This design comes from an exercise in tuning for small area and a short achievable clock period on the open sky130 flow, not from production work. Function was not checked in any run shown here: the RTL went through the layout flow alone. No activity file was given, so power comes from the tool's default toggle rates.

==> flow/design.v, too long to show whole: its modules and the start of the top module <==
// module neurona_capa_1: 1328 lines
// module nfa: 4 lines
// module nha: 4 lines
// module nx2: 3 lines
// module nmx: 3 lines
// module nmj: 3 lines
// module nxn2: 3 lines
module neurona_capa_1(
    weight_0, weight_1, weight_2, weight_3, weight_4, weight_5, weight_6, weight_7, weight_8, weight_9, weight_10, weight_11, weight_12, weight_13, weight_14, weight_15, weight_16, weight_17, weight_18, weight_19, weight_20, weight_21, weight_22, weight_23, weight_24, weight_25, weight_26, weight_27, weight_28, weight_29, weight_30, weight_31, weight_32, weight_33, weight_34, weight_35, weight_36, weight_37, weight_38, weight_39, weight_40, weight_41, weight_42, weight_43, weight_44, weight_45, weight_46, weight_47, weight_48,
    pixel_0, pixel_1, pixel_2, pixel_3, pixel_4, pixel_5, pixel_6, pixel_7, pixel_8, pixel_9, pixel_10, pixel_11, pixel_12, pixel_13, pixel_14, pixel_15, pixel_16, pixel_17, pixel_18, pixel_19, pixel_20, pixel_21, pixel_22, pixel_23, pixel_24, pixel_25, pixel_26, pixel_27, pixel_28, pixel_29, pixel_30, pixel_31, pixel_32, pixel_33, pixel_34, pixel_35, pixel_36, pixel_37, pixel_38, pixel_39, pixel_40, pixel_41, pixel_42, pixel_43, pixel_44, pixel_45, pixel_46, pixel_47, pixel_48,
    clk, out
);
  // ...
==> flow/flow/run.sh <==
#!/bin/bash
# Own layout flow: the standard flow (standard.sh, unchanged synthesis),
# except that the port buffers buffer_ports inserts are buf_1 cells rather
# than the default it picks; timing repair resizes them where needed.
set -euo pipefail
export BUFFER_PORTS_ARGS="-buffer_cell sky130_fd_sc_hd__buf_1"
bash standard.sh > standard.log 2>&1
==> flow/standard.sh <==
#!/bin/bash
# synth_recipe.tcl (not shown) runs the flow's synth.tcl, then flattens the netlist and writes it again
# the make line also repeats each setting of config.mk as NAME=value (left out here)
make -C /OpenROAD-flow-scripts/flow DESIGN_CONFIG=/design/flow/config.mk WORK_HOME=/design/flow/orfs CLKGATE_MAP_FILE= SYNTH_SCRIPT=/design/flow/synth_recipe.tcl "${@:-finish}"
==> flow/config.mk <==
export PLATFORM = sky130hd
export DESIGN_NAME = neurona_capa_1
export DESIGN_NICKNAME = neurona_capa_1
export VERILOG_FILES = /design/flow/design.v
export SDC_FILE = /design/flow/constraint.sdc
export NUM_CORES = 4
export LEC_CHECK = 0
export CAP_MARGIN = 20
export CORE_MARGIN = 2
export CORE_UTILIZATION = 40
export CTS_BUF_LIST = sky130_fd_sc_hd__clkbuf_4 sky130_fd_sc_hd__clkbuf_8
export SETUP_SLACK_MARGIN = 4.7
export SLEW_MARGIN = 20
export SYNTH_HIERARCHICAL = 1
export SYNTH_MINIMUM_KEEP_SIZE = 0
==> flow/constraint.sdc <==
create_clock -name core_clock -period 8.0 [get_ports {clk}]
set_input_delay 1.6000 -clock core_clock [delete_from_list [all_inputs] [get_ports {clk}]]
set_output_delay 1.6000 -clock core_clock [all_outputs]
set_load 0.01 [all_outputs]
==> impl_metrics.yaml, run 1 <==
global_route:
  grt.overflow.total: 0
  grt_first_pass_wirelength_mm: 56.53
power:
  p_leak_uw: 0.004790
  p_int_uw: 3790
  maxPowerGroup: "combinational logic"
  pg_comb_uw: 5700
  clk-power_uw: 341
routing:
  drc: 0
  vias: 8310
placement:
  placed_cell_area_um2: 12750
  dp_slack_ns: 3.770
  place_congestion: 0.9792
run_status:
  status: "no timing/DRC/antenna violations"
cells_and_area:
  regArea_um2: 2004
  area_delta_synth_final_pct: 28.45
  multi_input_area_share_pct: 65.27
  final_core_util_pct: 52.16
clock_tree:
  cts_tree: "yes"
  cts_buffer_depth: 2
worst_setup_path:
  path_cells: "fa_1 -> fa_2 -> fa_1 -> fa_1 -> fa_2 -> ha_4 -> nor2_1 -> a311oi_2"
  crit_arrival_ns: 3.73
  r2r_end: "r2_p707$_DFF_P_"
  reg2reg_depth: 8
  critical-path-max-stage-delay_ns: 0.54
sta:
  slew_headroom_pct: 79.07
  rsz0062_at_grt: "true"
  clock_skew_ns: 0.01670
  layout_min_cycle_time_ns: 3.441
floorplanning:
  core-area_um2: 25980
  die_x_um: 166.4
yosys:
  synth-compound-area-share_pct: 0.6166
  yosys.area_share.simple_pct: 14.31
  synth.most_common_cell: "nand2_1"
==> run 2: changes to the inputs <==
--- a/flow/design.v
+++ b/flow/design.v
@@ -833,51 +833,49 @@
     wire h679;
     wire g680;
     wire h681;
     wire g682;
     wire h683;
     wire g684;
     wire h685;
     wire g686;
-    wire h687;
-    wire g688;
+    wire p687;
+    wire p688;
     wire p689;
     wire p690;
     wire p691;
     wire p692;
     wire p693;
     wire p694;
     wire p695;
     wire p696;
     wire p697;
     wire p698;
     wire p699;
     wire p700;
     wire p701;
-    wire p702;
-    wire p703;
-    wire p704;
-    wire p705;
-    wire p706;
-    wire p707;
-    wire p708;
-    wire x709;
-    wire x710;
-    wire x711;
-    wire x712;
-    wire x713;
-    wire h714;
-    wire g715;
+    wire x702;
+    wire x703;
+    wire x704;
+    wire x705;
+    wire h706;
+    wire g707;
+    wire h708;
+    wire g709;
+    wire p710;
+    wire p711;
+    wire p712;
+    wire p713;
+    wire p714;
+    wire p715;
     wire p716;
-    wire p717;
-    wire p718;
-    wire p719;
-    wire x720;
-    wire x721;
+    wire x717;
+    wire x718;
+    wire x719;
     nxn2 u_x1 (.a(nb_0[4]), .b(nb_10[4]), .y(x1));
     assign p2 = nb_0[4] | nb_10[4];
     nxn2 u_x3 (.a(nb_0[5]), .b(nb_10[5]), .y(x3));
     assign p4 = nb_0[5] | nb_10[5];
     nfa u_s5 (.a(nb_0[0]), .b(nb_10[0]), .ci(nb_11[0]), .s(s5), .co(c6));
     nfa u_s7 (.a(nb_12[0]), .b(nb_13[0]), .ci(nb_14[0]), .s(s7), .co(c8));
     nfa u_s9 (.a(nb_15[0]), .b(nb_16[0]), .ci(nb_17[0]), .s(s9), .co(c10));
     nfa u_s11 (.a(nb_18[0]), .b(nb_19[0]), .ci(nb_1[0]), .s(s11), .co(c12));
@@ -1264,72 +1262,72 @@
     nx2 u_x674 (.a(x673), .b(c654), .y(x674));
     nx2 u_x675 (.a(x674), .b(g658), .y(x675));
     nx2 u_x676 (.a(c656), .b(x675), .y(x676));
     nha u_h677 (.a(r1[2]), .b(h531), .s(h677), .co(g678));
     nha u_h679 (.a(s537), .b(h539), .s(h679), .co(g680));
     nha u_h681 (.a(s553), .b(h555), .s(h681), .co(g682));
     nha u_h683 (.a(s575), .b(h577), .s(h683), .co(g684));
     nha u_h685 (.a(s601), .b(h603), .s(h685), .co(g686));
-    nha u_h687 (.a(h629), .b(s627), .s(h687), .co(g688));
-    assign p689 = g680 | (h679 & g678);
-    assign p690 = h679 & h677;
-    assign p691 = g682 | (h681 & g680);
-    assign p692 = h681 & h679;
-    assign p693 = g684 | (h683 & g682);
-    assign p694 = h683 & h681;
-    assign p695 = g686 | (h685 & g684);
-    assign p696 = h685 & h683;
-    assign p697 = g688 | (h687 & g686);
-    assign p698 = h687 & h685;
-    assign p699 = p691 | (p692 & g678);
-    assign p700 = p693 | (p694 & p689);
-    assign p701 = p694 & p690;
-    assign p702 = p695 | (p696 & p691);
-    assign p703 = p696 & p692;
-    assign p704 = p697 | (p698 & p693);
-    assign p705 = p698 & p694;
-    assign p706 = p702 | (p703 & g678);
-    assign p707 = p704 | (p705 & p689);
-    assign p708 = ~h677;
-    nxn2 u_x709 (.a(h679), .b(g678), .y(x709));
-    nxn2 u_x710 (.a(h681), .b(p689), .y(x710));
-    nxn2 u_x711 (.a(h683), .b(p699), .y(x711));
-    nxn2 u_x712 (.a(h685), .b(p700), .y(x712));
-    nxn2 u_x713 (.a(h687), .b(p706), .y(x713));
+    assign p687 = g680 | (h679 & g678);
+    assign p688 = h679 & h677;
+    assign p689 = g682 | (h681 & g680);
+    assign p690 = h681 & h679;
+    assign p691 = g684 | (h683 & g682);
+    assign p692 = h683 & h681;
+    assign p693 = g686 | (h685 & g684);
+    assign p694 = h685 & h683;
+    assign p695 = p689 | (p690 & g678);
+    assign p696 = p691 | (p692 & p687);
+    assign p697 = p692 & p688;
+    assign p698 = p693 | (p694 & p689);
+    assign p699 = p694 & p690;
+    assign p700 = p698 | (p699 & g678);
+    assign p701 = ~h677;
+    nxn2 u_x702 (.a(h679), .b(g678), .y(x702));
+    nxn2 u_x703 (.a(h681), .b(p687), .y(x703));
+    nxn2 u_x704 (.a(h683), .b(p695), .y(x704));
+    nxn2 u_x705 (.a(h685), .b(p696), .y(x705));
+    reg r2_h629;
+    reg r2_s627;
     reg r2_h657;
     reg r2_s655;
-    reg r2_p707;
+    reg r2_p700;
     reg r2_x676;
-    reg r2_p708;
-    reg r2_x709;
-    reg r2_x710;
-    reg r2_x711;
-    reg r2_x712;
-    reg r2_x713;
+    reg r2_p701;
+    reg r2_x702;
+    reg r2_x703;
+    reg r2_x704;
+    reg r2_x705;
     always @(posedge clk) begin
+        r2_h629 <= h629;
+        r2_s627 <= s627;
         r2_h657 <= h657;
         r2_s655 <= s655;
-        r2_p707 <= p707;
+        r2_p700 <= p700;
         r2_x676 <= x676;
-        r2_p708 <= p708;
-        r2_x709 <= x709;
-        r2_x710 <= x710;
-        r2_x711 <= x711;
-        r2_x712 <= x712;
-        r2_x713 <= x713;
+        r2_p701 <= p701;
+        r2_x702 <= x702;
+        r2_x703 <= x703;
+        r2_x704 <= x704;
+        r2_x705 <= x705;
     end
-    nha u_h714 (.a(r2_h657), .b(r2_s655), .s(h714), .co(g715));
-    assign p716 = g715 | (h714 & r2_p707);
-    assign p717 = r2_x676 & g715;
-    assign p718 = r2_x676 & h714;
-    assign p719 = p717 | (p718 & r2_p707);
-    nxn2 u_x720 (.a(h714), .b(r2_p707), .y(x720));
-    nxn2 u_x721 (.a(r2_x676), .b(p716), .y(x721));
-    assign out = {x721, x720, r2_x713, r2_x712, r2_x711, r2_x710, r2_x709, r2_p708};
+    nha u_h706 (.a(r2_h629), .b(r2_s627), .s(h706), .co(g707));
+    nha u_h708 (.a(r2_h657), .b(r2_s655), .s(h708), .co(g709));
+    assign p710 = g707 | (h706 & r2_p700);
+    assign p711 = g709 | (h708 & g707);
+    assign p712 = h708 & h706;
+    assign p713 = r2_x676 & g709;
+    assign p714 = r2_x676 & h708;
+    assign p715 = p711 | (p712 & r2_p700);
+    assign p716 = p713 | (p714 & p710);
+    nxn2 u_x717 (.a(h706), .b(r2_p700), .y(x717));
+    nxn2 u_x718 (.a(h708), .b(p710), .y(x718));
+    nxn2 u_x719 (.a(r2_x676), .b(p715), .y(x719));
+    assign out = {x719, x718, x717, r2_x705, r2_x704, r2_x703, r2_x702, r2_p701};
 endmodule
 module nfa(input wire a, input wire b, input wire ci, output wire s, output wire co);
     assign s = a ^ b ^ ci;
     assign co = (a & b) | (a & ci) | (b & ci);
 endmodule
 module nha(input wire a, input wire b, output wire s, output wire co);
     assign s = a ^ b;
     assign co = a & b;
==> impl_metrics.yaml, run 2 <==
yosys:
  syn_inst: 960
  synth_commonest_cells: "nand2_1, fa_1, dfxtp_1"
  synth_area_um2: 10530
  synth_area_leader_cell: "fa_1"
  ys_seq_area_share_pct: 19.21
  synth_fp_nets: 1697
  ys_warn_count: 7
  netlist.area_leader.share_pct: 53.43
  synth_ff_type: "dfxtp_1"
  syn_area_per_cell_um2: 10.97
  ys_async_sr_fraction_pct: 0
  synth.most_common_cell: "nand2_1"
  synth-seq-cells: 101
  synth.area.top_cells: "fa_1, dfxtp_1, nand2_1"
  synthDistinctLibCells: 12
  synth_edf_count: 0
clock_tree:
  clkSinkCount: 101
  cts_buffer_depth: 2
  insertion_delay_ns: 0.39
  clk_pin_slew_ns: 0.11
  cts_tree: "yes"
  clock-root-buffer: "clkbuf_8"
  cts_made_buffers: 9
  h-tree-depth: 3
floorplanning:
  die_x_um: 166.2
  die_h_um: 166.2
  initial_core_util_pct: 40.51
  dieArea_um2: 27630
  ios: 450
  num_rows: 59
  core-area_um2: 25980
global_route:
  grt.overflow.total: 0
  track_usage_pct: 27.98
  grt_max_degree: 18
  grtUsageMet1_pct: 34.08
  grt_use_met3_pct: 3.932
  grt.busiest_layer: "met2"
  grt_first_pass_wirelength_mm: 55.37
  grt_pass1_vias: 9408
  globalRouteMet2Util_pct: 52.03
  antenna_found_initial: 1
worst_setup_path:
  path_cells: "buf_1 -> buf_6 -> buf_4 -> nand2_4 -> fa_1 -> fa_2 -> fa_2"
  crit_path_max_fanout: 8
  path_common_cell: "fa_2"
  reg2reg_depth: 8
  required_ns: 8.29
  critical-path-max-stage-delay_ns: 0.61
  slowest_stage: "fa_2"
  worstSetupPathType: "input pin to register"
  startpoint_type: "input pin"
  r2r_start: "r1[41]$_DFF_P_"
  crit_arrival_ns: 3.61
  regToRegSetupSlack_ns: 4.76
  worst_setup_path_end_kind: "register"
  r2r_end: "r2_x676$_DFF_P_"
cells_and_area:
  fillers: 2499
  area_delta_synth_final_pct: 25.42
  layout_common_cells: "buf_1, nand2_1, fa_1"
  layout_commonest_cell: "buf_1"
  largest_register_ffs: 90
  regMostFlops: "r1"
  final_nets: 2103
  drive_above_1_share_pct: 14.66
sta:
  tns_ns: 0
  drv_slew: 0
  rsz0062_at_grt: "true"
  hold_viol: 0
  slew_headroom_pct: 80.43
  setup_viol: 0
  period_share_pct: 41.54
  layout_min_cycle_time_ns: 3.323
  hold_ws_ns: 0.5284
  max_freq_mhz: 300.9
  clock_skew_ns: 0.01394
  tightest_slew_ns: 0.2936
placement:
  numPortBuffers: 449
  dp_hpwl_mm: 34.67
  place_congestion: 0.9233
routing:
  wl_mm: 38.49
  drc: 0
  vias_per_cell: 4.866
  firstDrtPassIters: 5
  drt_iter0_drc: 403
  wire_per_inst_um: 22.55
  vias: 8307
  final_antenna_net_count: 0
power:
  vdd_ir_drop_max_uv: 792.4
  p_per_area_nw_per_um2: 403.4
  p_leak_uw: 0.004689
run_status:
  status: "no timing/DRC/antenna violations"
hold_path:
  min_path_cells: 2
  hold_path_end: "r2_p701$_DFF_P_"
  hold_class: "register to register"
  hold_path_startpoint: "r1[2]$_DFF_P_"
flow_run:
  maxCapViolations: 0
run 2: worst max-delay path by stage:
stage | to | slack [ns] | start
after global routing | r1[89]$_DFF_P_ | 4.64 | pixel_33
final | r1[2]$_DFF_P_ | 4.68 | pixel_41
after floorplan | r1[88]$_DFF_P_ | 4.59 | pixel_44
after detailed placement | r1[89]$_DFF_P_ | 3.79 | pixel_40
after CTS | r1[89]$_DFF_P_ | 4.68 | pixel_2
after global placement | r1[89]$_DFF_P_ | 3.85 | pixel_43
run 2: layout make-up:
type | instances | area, um2 | area share, %
diodes | 1 | 2.502 | 0.01895
clock buffers | 9 | 123.9 | 0.9381
clock inverters | 7 | 76.32 | 0.5780
inverters | 1 | 3.754 | 0.02843
multi-input cells | 801 | 8693 | 65.84
flip-flops and latches | 101 | 2028 | 15.36
well taps | 335 | 419.2 | 3.174
repair buffers | 452 | 1857 | 14.06
run 2: critical path, delay by kind of cell:
kind | cells | cell delay, ns
fa+ha+maj | 3 | 1.53
buf+inv | 3 | 0.44
simple gates | 1 | 0.04
run 2: where the power goes:
group | leakage, uW | switching [uW] | internal, uW
sequential | 0.000847 | 137 | 820
clock | 0.0000954 | 187 | 145
combinational | 0.00375 | 2010 | 2030
total | 0.00469 | 2340 | 2990
run 2: metrics by stage:
step | setup slack (ns) | cell area, um2 | util [%] | std cells | power, uW
floorplan | 4.586 | 11460 | - | 960 | 3966
CTS | 4.678 | 13090 | 50.38 | 1705 | 5352
detailed placement | 3.792 | 12740 | 49.02 | 1688 | 4930
global route | 4.641 | 13200 | 50.81 | 1707 | 5913
finish | 4.677 | 13200 | 50.81 | 1707 | 5326
global placement | 3.847 | 12740 | 49.02 | 1688 | 4777
run 2: repair_timing:
action	in CTS	in global routing
hold buffers	0	0
pin swaps	7	10
endpoints found under the setup margin	84	16
gates cloned	0	0
hold endpoints to repair	0	0
gates resized for setup	86	31
buffers inserted	1	1
run 2: Yosys stat by module (local to each module, per instance):
module / times used / cell area [um2]
nha: 14 / 12.51
neurona_capa_1: 1 / 3807
nfa: 281 / 20.02
nxn2: 9 / 8.758
nx2: 96 / 8.758
run 2: routing by layer:
layer | vias to the layer above | share of wire [%]
met4 | 0 | 2.7
met2 | 316 | 54
li1 | 3666 | -
met1 | 4284 | 38
met3 | 41 | 4.7
met5 | - | 0
run 2: cell families after synthesis:
family / Yosys count / synth area share [%]
AND/OR/NAND/NOR: 394 / 14.10
adder cells (fa/ha/maj): 295 / 55.10
XOR/XNOR: 105 / 8.736
flip-flops: 101 / 19.21
buffers and inverters: 58 / 2.353
AO/OA/AOI/OAI: 7 / 0.5110
==> run 3: changes to the inputs <==
==> flow/flow/run.sh (replaced) <==
#!/bin/bash
# Own layout flow: the standard flow (standard.sh, unchanged synthesis),
# with two changes: the port buffers buffer_ports inserts are buf_1 cells
# (timing repair resizes them where needed), and the setup repair margin is
# 0 ns for the pre-placement repair in floorplan and 4.7 ns for the
# repairs after clock-tree synthesis and global routing, so that gates are
# upsized from placed timing rather than from the wire-less estimate.
set -euo pipefail
export BUFFER_PORTS_ARGS="-buffer_cell sky130_fd_sc_hd__buf_1"
SETUP_SLACK_MARGIN=0 bash standard.sh synth floorplan > standard_floorplan.log 2>&1
SETUP_SLACK_MARGIN=4.7 bash standard.sh > standard.log 2>&1
--- a/flow/config.mk
+++ b/flow/config.mk
@@ -9,7 +9,6 @@
 export CORE_MARGIN = 2
 export CORE_UTILIZATION = 40
 export CTS_BUF_LIST = sky130_fd_sc_hd__clkbuf_4 sky130_fd_sc_hd__clkbuf_8
-export SETUP_SLACK_MARGIN = 4.7
 export SLEW_MARGIN = 20
 export SYNTH_HIERARCHICAL = 1
 export SYNTH_MINIMUM_KEEP_SIZE = 0
==> impl_metrics.yaml, run 3 <==
run_status:
  status: "no timing/DRC/antenna violations"
yosys:
  synth_edf_count: 0
  ys_seq_area_share_pct: 19.21
  syn_area_per_cell_um2: 10.97
  synth_commonest_cells: "nand2_1, fa_1, dfxtp_1"
  synth.area.top_cells: "fa_1, dfxtp_1, nand2_1"
  synth-seq-cells: 101
  synthDistinctLibCells: 12
  ys_async_sr_fraction_pct: 0
  synth_ff_type: "dfxtp_1"
  synth_area_um2: 10530
  synth.most_common_cell: "nand2_1"
  synth_area_leader_cell: "fa_1"
  netlist.area_leader.share_pct: 53.43
  synth_fp_nets: 1697
  syn_inst: 960
  ys_warn_count: 7
sta:
  setup_viol: 0
  hold_viol: 0
  clock_skew_ns: 0.01327
  max_freq_mhz: 306.0
  period_share_pct: 40.85
  tns_ns: 0
  rsz0062_at_grt: "true"
  slew_headroom_pct: 78.16
  tightest_slew_ns: 0.3276
  layout_min_cycle_time_ns: 3.268
  drv_slew: 0
worst_setup_path:
  startpoint_type: "input pin"
  required_ns: 8.26
  worstSetupPathType: "input pin to register"
  crit_path_max_fanout: 8
  crit_arrival_ns: 3.53
  regToRegSetupSlack_ns: 4.79
  worst_setup_path_end_kind: "register"
routing:
  drc: 0
  vias_per_cell: 4.849
  top_layer: "met4"
  wirelength_met1_mm: 14.81
  vias: 8272
  wire_per_inst_um: 23.00
  wl_mm: 39.24
  final_antenna_net_count: 0
  wl_met3_mm: 2.314
  drt_iter0_drc: 385
  wl_met2_mm: 20.81
  firstDrtPassIters: 5
global_route:
  track_usage_pct: 28.88
  grt_pass1_vias: 9369
  grt.overflow.total: 0
  grt_first_pass_wirelength_mm: 56.63
  grt_max_degree: 17
  antenna_found_initial: 2
placement:
  numPortBuffers: 449
  place_inst: 1687
  dp_hpwl_mm: 35.72
  place_congestion: 1.014
power:
  p_leak_uw: 0.004612
  vdd_ir_drop_max_uv: 1283
  p_per_area_nw_per_um2: 408.4
  clock_power_share_pct: 5.9
  seq_power_share_pct: 18.0
  pwr-share-comb_pct: 76.1
  switching_power_uw: 2321
  p_int_uw: 2935
  switching_share_pct: 44.16
  total_power_uw: 5256
hold_path:
  hold_class: "register to register"
floorplanning:
  num_rows: 59
  dieArea_um2: 27630
  core-area_um2: 25980
  die_h_um: 166.2
  ios: 450
  initial_core_util_pct: 40.51
  die_x_um: 166.2
cells_and_area:
  final_nets: 2100
  final_cells: 1706
  regMostFlops: "r1"
  layout_commonest_cell: "buf_1"
  largest_register_ffs: 90
  layout_common_cells: "buf_1, nand2_1, fa_1"
  drive_above_1_share_pct: 7.018
  area_delta_synth_final_pct: 22.25
clock_tree:
  clock-root-buffer: "clkbuf_8"
  clkSinkCount: 101
  cts_buffer_depth: 2
  postCtsSetupRepairBufs: 0
  postCtsHoldBufs: 0
  cts_tree: "yes"
  h-tree-depth: 3
  insertion_delay_ns: 0.37
  cts_made_buffers: 9
  clk_pin_slew_ns: 0.10
flow_run:
  maxCapViolations: 0
[run 3: worst paths after layout]
| path | to | startpoint | cells past startpoint |
|---|---|---|---|
| worst max-delay path | r1[89]$_DFF_P_ | pixel_30 | 8 |
| worst min-delay path | r2_p701$_DFF_P_ | r1[2]$_DFF_P_ | 2 |
| worst max register to register | r2_x676$_DFF_P_ | r1[12]$_DFF_P_ | 7 |
| worst min register to register | r2_p701$_DFF_P_ | r1[2]$_DFF_P_ | 2 |
[run 3: through the flow]
stage | worst slack [ns] | hold WS [ns] | util, % | instance area, um2
2_1_floorplan | 4.361 | 0.4827 | - | 10530
3_3_place_gp | 3.845 | 0.5006 | 47.67 | 12390
3_5_place_dp | 3.863 | 0.5155 | 47.67 | 12390
4_1_cts | 4.687 | 0.5348 | 49.04 | 12740
5_1_grt | 4.662 | 0.5646 | 49.51 | 12860
6_report | 4.732 | 0.5246 | 49.53 | 12870
[run 3: logic make-up (layout without fill, tap and decap cells)]
logic type / Yosys count / count (layout) / share of synthesized area, %
xor+xnor: 105 / 105 / 8.736
fa+ha+maj: 295 / 295 / 55.10
compound gates: 7 / 7 / 0.5110
simple gates: 394 / 394 / 14.10
buf+inv: 58 / 466 / 2.353
other cells: 0 / 3 / 0
flops: 101 / 101 / 19.21
[run 3: critical path: stages]
cell and delay [ns]:
clkbuf_4 0.20, nand2_1 0.10, fa_1 0.48, fa_1 0.46
xor2_1 0.18, xor2_1 0.17, xor2_1 0.18, xor2_1 0.16
[run 3: modules after synthesis, one instance, submodules excluded]
module          copies in the design  cells
nha                               14      1
neurona_capa_1                     1    560
nx2                               96      1
nfa                              281      1
nxn2                               9      1
[run 3: area by class of cell]
type                    count  area [um2]
fillers                  2557       13120
inverters                   1       3.754
diodes                      3       7.507
repair buffers            449        1869
well taps                 335       419.2
flip-flops and latches    101        2028
clock buffers              12       158.9
clock inverters             4       32.53
multi-input cells         801        8351
[run 3: what timing repair did]
action | in CTS | in global routing
pin swaps | 4 | 29
cloned | 0 | 0
gates resized for setup | 84 | 47
setup endpoints to repair | 84 | 11
[run 3: power by group through the flow]
| stage | clock, uW | combinational (uW) | sequential, uW |
|---|---|---|---|
| after floorplan | 0 | 2990 | 915 |
| after global placement | 0 | 3910 | 957 |
| after detailed placement | 0 | 3940 | 959 |
| after CTS | 321 | 4020 | 947 |
| after global routing | 343 | 4550 | 971 |
| final | 310 | 4000 | 947 |
[run 3: layer usage]
layer	track usage, %	up-vias
li1	-	3664
met1	34.81	4186
met2	52.53	353
met3	5.195	69
met4	9.108	0
met5	0	-

re-timing with driven ports:
No port has a modelled driver above. Below, the same layouts with a new extraction and two added sets of constraints. Step 1: set_driving_cell puts a clkbuf_16 on clk and a buf_2 on each other input, an assumption about the parent block. Step 2 also shifts input and output timing later by t, the mid clock arrival at the registers, as if the neighbouring blocks saw the same clock. Slacks: no drivers / after step 1 / after step 2; pairs: no drivers / after step 1.
| run | shift t [ns] | slack for setup (ns) | slew at the worst register clock pin (ns) | pins driven straight from the clock port |
|---|---|---|---|---|
| run 1 | 0.421 | 4.559 / 4.559 / 4.353 | 0.11 / 0.11 | 1 |
| run 2 | 0.428 | 4.677 / 4.665 / 4.261 | 0.11 / 0.11 | 1 |
| run 3 | 0.402 | 4.732 / 4.746 / 4.343 | 0.10 / 0.10 | 1 |
After both steps setup and hold are still met in every run listed. For run 2, which loses most, drivers alone change the setup slack by -0.012 ns; drivers and shift together by -0.416 ns.
